Context: an optimization exercise on an open-source flow, tuned for small area and a short achievable clock period. The choices shown serve that exercise and are no tape-out recipe.
In this exercise RTL edits were held to simulation tests only and were not proved equivalent to the original.
No driver is modelled on the clock port, so clock power and skew are understated where the tree is cut down; a real chip needs a root buffer or a tree.
Power is estimated from default activity; no workload was simulated.

== wip/quartz ==
==> flow/design.v (excerpt) <==
module router_top(input clk,rstn,re_0,re_1,re_2,pkt_valid,
	      input[7:0]data_in,
	      output vld_out_0,vld_out_1,vld_out_2,err,busy,
	      output[7:0]data_out_0,data_out_1,data_out_2);
clock: 5.0 ns
lec_check: 0
cap_margin: 0
core_margin: 2
core_utilization: 70
place_density: 0.75
setup_slack_margin: 3.1
slew_margin: 0
standard.sh (not shown) runs the stock make flow with config.mk's settings and CLKGATE_MAP_FILE= SYNTH_SCRIPT=/design/flow/synth_recipe.tcl, a recipe that flattens the netlist after the stock synthesis.
==> flow/flow/run.sh <==
#!/bin/bash
# The standard layout, except that the clock tree is built by flow/manual_cts.tcl:
# the clock port drives four root buffers, each driving the leaf buffers of
# about 28 flip-flops apiece. Each tool's output goes to its own log here.
set -euo pipefail
export PRE_CTS_TCL="$PWD/flow/pre_cts.tcl"
export MCTS_PER=28
export MCTS_ROOTS=4
bash standard.sh > standard.log 2>&1
Other scripts of this flow, unchanged in this note and not shown: flow/flow/manual_cts.tcl, flow/flow/pre_cts.tcl
Here is what was changed in the inputs of wip/indigo compared with wip/quartz.
Settings: removing PLACE_DENSITY (formerly 0.75); changing CORE_UTILIZATION from 70 to 60; changing SETUP_SLACK_MARGIN from 3.1 to 3.4.
==> comparison <==
Each of the runs, namely wip/quartz and wip/indigo, reached the end of the flow and came out clean.
Looking at net switching power, wip/indigo sits 7.7% above wip/quartz.
Going from wip/quartz to wip/indigo, final design utilization saw a decrease, post-placement setup slack saw a decrease, average via count per standard cell saw a decrease.
Looking at routed wire length across wip/quartz and wip/indigo, the one that comes out higher is wip/indigo.
Multi-input gate share of total cell area: wip/quartz vs wip/indigo, no meaningful difference
Changes observed in wip/indigo relative to wip/quartz: share of the clock period used by the worst path after layout up 0.53 points, smallest setup slack after layout went down by 26 ps, combinational power climbed about 60%, signal arrival time at the worst endpoint flat.
What wip/ember does differently from wip/indigo at the input level:
Settings: a change of SETUP_SLACK_MARGIN from 3.4 to 3.15.
## What came out
wip/indigo ended up with dst[0] as its worst setup path startpoint; wip/ember ended up with re_2. On fraction of met2 tracks used by global routing: between wip/ember and wip/indigo, it ends up lower for wip/ember. Total routed wire length on the met1 layer for wip/ember is lower than for wip/indigo. Largest incremental delay on the critical path, wip/ember and wip/indigo, higher one = wip/indigo. wip/ember reports its termination of the worst setup path as q2.pos[6] while wip/indigo reports q1.pos[3]. The run showing the smaller finished layout cell area is wip/ember. wip/ember leaves more setup margin than wip/indigo.
No run of this note takes its clock network from TritonCTS; it comes from the design's own scripts or RTL.

* * *

Setup of job 8150:
Starting RTL as in the previous note.
Settings: LEC_CHECK=0, CAP_MARGIN=0, CORE_MARGIN=2, CORE_UTILIZATION=60, SETUP_SLACK_MARGIN=3.25, SLEW_MARGIN=0; clock period 5.0 ns.
==> flow/flow/manual_cts.tcl <==
# Two-level clock tree: the clock port drives one root buffer, which drives
# one leaf buffer per cluster of about 28 flip-flops (k-means on position).
proc mcts_build {} {
  set block [ord::get_db_block]
  set db [ord::get_db]
  set clk [$block findNet clk]
  set master [$db findMaster sky130_fd_sc_hd__clkbuf_16]
  set sinks {}
  foreach it [$clk getITerms] {
    if {[$it isInputSignal] || [[$it getMTerm] getSigType] eq "CLOCK" || [[$it getMTerm] getName] eq "CLK"} {
      set inst [$it getInst]
      set b [$inst getBBox]
      lappend sinks [list $it [expr {([$b xMin]+[$b xMax])/2.0}] [expr {([$b yMin]+[$b yMax])/2.0}]]
    }
  }
  set n [llength $sinks]
  set per $::env(MCTS_PER)
  set k [expr {int(ceil(double($n)/$per))}]
  # k-means, seeded along a serpentine order
  set sorted [lsort -real -index 2 $sinks]
  set cx {}; set cy {}
  for {set i 0} {$i < $k} {incr i} {
    set s [lindex $sorted [expr {int(($i + 0.5) * $n / $k)}]]
    lappend cx [lindex $s 1]; lappend cy [lindex $s 2]
  }
  set cap [expr {int(ceil(double($n)/$k * 1.15))}]
  for {set iter 0} {$iter < 30} {incr iter} {
    # capacity-limited assignment: sinks in order of their best distance
    set pairs {}
    set si 0
    foreach s $sinks {
      set x [lindex $s 1]; set y [lindex $s 2]
      for {set c 0} {$c < $k} {incr c} {
        set d [expr {abs($x - [lindex $cx $c]) + abs($y - [lindex $cy $c])}]
        lappend pairs [list $d $si $c]
      }
      incr si
    }
    set pairs [lsort -real -index 0 $pairs]
    set assign [lrepeat $n -1]
    set cnt [lrepeat $k 0]
    foreach p $pairs {
      lassign $p d si c
      if {[lindex $assign $si] >= 0} continue
      if {[lindex $cnt $c] >= $cap} continue
      lset assign $si $c
      lset cnt $c [expr {[lindex $cnt $c] + 1}]
    }
    set sx [lrepeat $k 0.0]; set sy [lrepeat $k 0.0]
    for {set si 0} {$si < $n} {incr si} {
      set c [lindex $assign $si]
      lset sx $c [expr {[lindex $sx $c] + [lindex $sinks $si 1]}]
      lset sy $c [expr {[lindex $sy $c] + [lindex $sinks $si 2]}]
    }
    for {set c 0} {$c < $k} {incr c} {
      if {[lindex $cnt $c] > 0} {
        lset cx $c [expr {[lindex $sx $c] / [lindex $cnt $c]}]
        lset cy $c [expr {[lindex $sy $c] / [lindex $cnt $c]}]
      }
    }
  }
  puts "MCTS: $n sinks, $k clusters, sizes $cnt"
  set xs [lsort -real $cx]; set ys [lsort -real $cy]
  set mxc [lindex $xs [expr {$k / 2}]]; set myc [lindex $ys [expr {$k / 2}]]
  set groups [dict create]
  for {set c 0} {$c < $k} {incr c} {
    set g [expr {([lindex $cx $c] >= $mxc ? 1 : 0) + ([lindex $cy $c] >= $myc ? 2 : 0)}]
    if {$::env(MCTS_ROOTS) == 1} { set g 0 }
    dict lappend groups $g $c
  }
  set leaves [lrepeat $k {}]
  foreach g [dict keys $groups] {
    set cl [dict get $groups $g]
    set rx 0.0; set ry 0.0
    foreach c $cl { set rx [expr {$rx + [lindex $cx $c]}]; set ry [expr {$ry + [lindex $cy $c]}] }
    set rx [expr {int($rx / [llength $cl])}]; set ry [expr {int($ry / [llength $cl])}]
    set root [odb::dbInst_create $block $master clkbuf_root_$g]
    $root setLocation $rx $ry
    $root setPlacementStatus PLACED
    set rnet [odb::dbNet_create $block clknet_root_$g]
    $rnet setSigType CLOCK
    [$root findITerm A] connect $clk
    [$root findITerm X] connect $rnet
    foreach c $cl {
      set leaf [odb::dbInst_create $block $master clkbuf_leaf_$c]
      $leaf setLocation [expr {int([lindex $cx $c])}] [expr {int([lindex $cy $c])}]
      $leaf setPlacementStatus PLACED
      set lnet [odb::dbNet_create $block clknet_leaf_$c]
      $lnet setSigType CLOCK
      [$leaf findITerm A] connect $rnet
      [$leaf findITerm X] connect $lnet
      lset leaves $c $lnet
    }
  }
  for {set si 0} {$si < $n} {incr si} {
    set it [lindex $sinks $si 0]
    $it disconnect
    $it connect [lindex $leaves [lindex $assign $si]]
  }
  $clk setSigType CLOCK
}
Scripts as last shown in full above: flow/flow/run.sh
Other scripts of this flow, unchanged in this note and not shown: flow/flow/pre_cts.tcl
Job 8150: all stages complete, timing, DRC and antenna checks passed
Inputs modified between job 8150 and job 7760:
diff --git a/flow/config.mk b/flow/config.mk
--- a/flow/config.mk
+++ b/flow/config.mk
@@ -10,3 +10,3 @@
 export CORE_UTILIZATION = 60
-export SETUP_SLACK_MARGIN = 3.25
+export SETUP_SLACK_MARGIN = 3.1
 export SLEW_MARGIN = 0
Findings:
Job 7760 ran to completion and came out clean on the timing, DRC and antenna checks. Job 7760 ends up with a routed wire length that is 3900 µm lower than in job 8150. Job 7760 vs. job 8150: switching part of the total went down by 0.53 points, synthesized instance count closely matched the old numbers. From job 8150 to job 7760 the numbers moved as follows: wire length of the first global-routing pass fell 3200 µm, cell count shrank by about 5%, core utilization went down 6.1 points. Job 7760 vs job 8150, global-route track usage on met3 went up by 1.2 points. Row count came out exactly the same in job 8150 and job 7760. For the number of global-route vias before repair, job 7760 came in 5.2% lower than job 8150 did.
Inputs modified between job 7760 and job 7689:
==> flow/flow/run.sh <==
#!/bin/bash
# The standard layout, except that the clock tree is built by flow/manual_cts.tcl:
# the clock port drives four root buffers, each driving the leaf buffers of
# about 22 flip-flops apiece. Each tool's output goes to its own log here.
set -euo pipefail
export PRE_CTS_TCL="$PWD/flow/pre_cts.tcl"
export MCTS_PER=22
export MCTS_ROOTS=4
bash standard.sh > standard.log 2>&1
- Comparing job 7689 with job 7760, the pin count of the biggest net entering global routing came out essentially unchanged.
- Delta(area of all placed cells without fillers, job 7689 - job 7760) > 0
- Compared with job 7760, job 7689 shows fraction of layout cells with a size suffix above 1 higher by 2.3 points.
- Going from job 7760 to job 7689, complex-gate fraction of the synthesized area did not really move, post-CTS setup-driven buffer insertion count went up, diode insertion count for antenna repair went up, power of the combinational group went up.
In every run of this note, the design's own scripts or RTL, not TritonCTS, make the clock network.

* * *

Another version of the RTL of router_top (not shown whole).
Size: ~1400 cells after synthesis, roughly 43 I/O pins, about 21000 µm² of cells after synthesis.
clock: 5.0 ns
lec_check: 0
cap_margin: 0
core_margin: 2
core_utilization: 60
setup_slack_margin: 3.1
slew_margin: 0
==> flow/flow/run.sh <==
#!/bin/bash
# The standard layout, except that:
# - synthesis maps logic with flow/synth_abc.tcl (Yosys's default ABC script);
# - the clock tree is built by flow/manual_cts.tcl: the clock port drives four
#   root buffers, each driving the leaf buffers of about 28 flip-flops apiece.
# Each tool's output goes to its own log here (and ORFS's logs under orfs/logs).
set -euo pipefail
export PRE_CTS_TCL="$PWD/flow/pre_cts.tcl"
export MCTS_PER=28
export MCTS_ROOTS=4
sed "s#SYNTH_SCRIPT=[^ ]*#SYNTH_SCRIPT=$PWD/flow/synth_abc.tcl#" standard.sh > standard_abc.sh
grep -q "SYNTH_SCRIPT=$PWD/flow/synth_abc.tcl" standard_abc.sh
bash standard_abc.sh > standard.log 2>&1
==> flow/flow/pre_cts.tcl <==
# Runs before ORFS's clock tree synthesis step: builds the clock tree by hand
# (manual_cts.tcl) and turns clock_tree_synthesis into a no-op for this step.
source [file join [file dirname [info script]] manual_cts.tcl]
mcts_build
set_propagated_clock [all_clocks]
proc clock_tree_synthesis {args} { puts "clock tree already built by manual_cts.tcl" }
==> flow/flow/synth_abc.tcl <==
# The standard flow's synthesis script (synth_recipe.tcl), except that ABC maps the logic
# with Yosys's default, area-oriented ABC script in place of ORFS's speed
# script, which buffers and upsizes for the 5 ns clock; the timing repair
# after placement sizes the cells instead. Registers are mapped before ABC
# runs, so they are the standard synthesis's.
proc synth {args} { yosys synth -nofsm -noshare {*}$args }
proc abc {args} {
  set kept {}
  set skip 0
  foreach a $args {
    if {$skip} { set skip 0; continue }
    if {$a in {-script -D -constr}} { set skip 1; continue }
    lappend kept $a
  }
  yosys abc {*}$kept
}
source $::env(SCRIPTS_DIR)/synth.tcl
# left out here: clear keep_hierarchy, flatten, clean up, hide names made inside functions, write 1_2_yosys.v
Scripts as last shown in full above: flow/flow/manual_cts.tcl
Change:
==> flow/flow/run.sh (replaced) <==
#!/bin/bash
# The standard layout, except that the clock tree is built by flow/manual_cts.tcl:
# the clock port drives four root buffers, each driving the leaf buffers of
# about 28 flip-flops apiece. Each tool's output goes to its own log here.
set -euo pipefail
export PRE_CTS_TCL="$PWD/flow/pre_cts.tcl"
export MCTS_PER=28
export MCTS_ROOTS=4
bash standard.sh > standard.log 2>&1
removed: flow/flow/synth_abc.tcl
What happened: The changed run ran to the end with no violations; first-iteration DRC count decreases by a quarter to a third; cell count goes up slightly; die area went up slightly; design area grows slightly; setup slack gets better by 0.057 ns.
Change:
CORE_UTILIZATION = 65   (was 60)
Effect: The changed run finished with timing, DRC and antenna clean; cell area hardly moves; area after synthesis does not change; cell count came out lower slightly; clock power stays flat; flip-flop and latch count does not change.
Change:
CORE_UTILIZATION = 60   (was 65)
SETUP_SLACK_MARGIN = 3.05   (was 3.1)
Total power climbs by 0.37%.
Setup slack loses 0.039 ns.
Synthesized area stays the same.
In every run of this note, the design's own scripts or RTL, not TritonCTS, make the clock network.

[re-timing with driven ports]
The results above use ideal ports. As a check the final layouts listed here were re-extracted and re-timed, cells and wires unchanged. Step 1: set_driving_cell puts a clkbuf_16 on clk and a buf_2 on each other input, an assumption about the parent block. Step 2, shift: input delay + t, output delay - t, t = (earliest + latest rising clock arrival at the registers) / 2. This alone moves slack from input paths to output paths. a / b / c = ideal ports / drivers / drivers and shift; a / b = the first two.
run | t, ns | setup slack, ns | worst hold slack (ns) | worst data-port slew with drivers (ns) | cell pins on the clock port's net
wip/quartz | 0.464 | 3.088 / 3.010 / 2.721 | 0.431 / 0.431 / 0.431 | 0.03 | 4
wip/indigo | 0.472 | 3.062 / 3.026 / 2.660 | 0.437 / 0.437 / 0.437 | 0.07 | 4
wip/ember | 0.469 | 3.141 / 3.027 / 2.743 | 0.439 / 0.439 / 0.439 | 0.06 | 4
job 8150 | 0.470 | 3.065 / 3.025 / 2.668 | 0.425 / 0.425 / 0.425 | 0.10 | 4
job 7760 | 0.459 | 3.106 / 3.012 / 2.703 | 0.428 / 0.428 / 0.428 | 0.07 | 4
job 7689 | 0.477 | 2.978 / 2.978 / 2.640 | 0.427 / 0.427 / 0.427 | 0.07 | 4
the first run of note 3 | 0.464 | 3.080 / 3.024 / 2.764 | 0.377 / 0.377 / 0.377 | 0.05 | 4
the second run of note 3 | 0.459 | 3.138 / 3.030 / 2.791 | 0.375 / 0.375 / 0.375 | 0.05 | 4
the third run of note 3 | 0.472 | 3.118 / 3.023 / 2.763 | 0.381 / 0.381 / 0.381 | 0.04 | 4
the fourth run of note 3 | 0.462 | 3.080 / 2.962 / 2.737 | 0.412 / 0.412 / 0.412 | 0.06 | 4
After both steps setup and hold are still met in every run listed. The setup slack of job 7760, which loses most, moves by -0.094 ns with the drivers and by -0.403 ns with both steps.
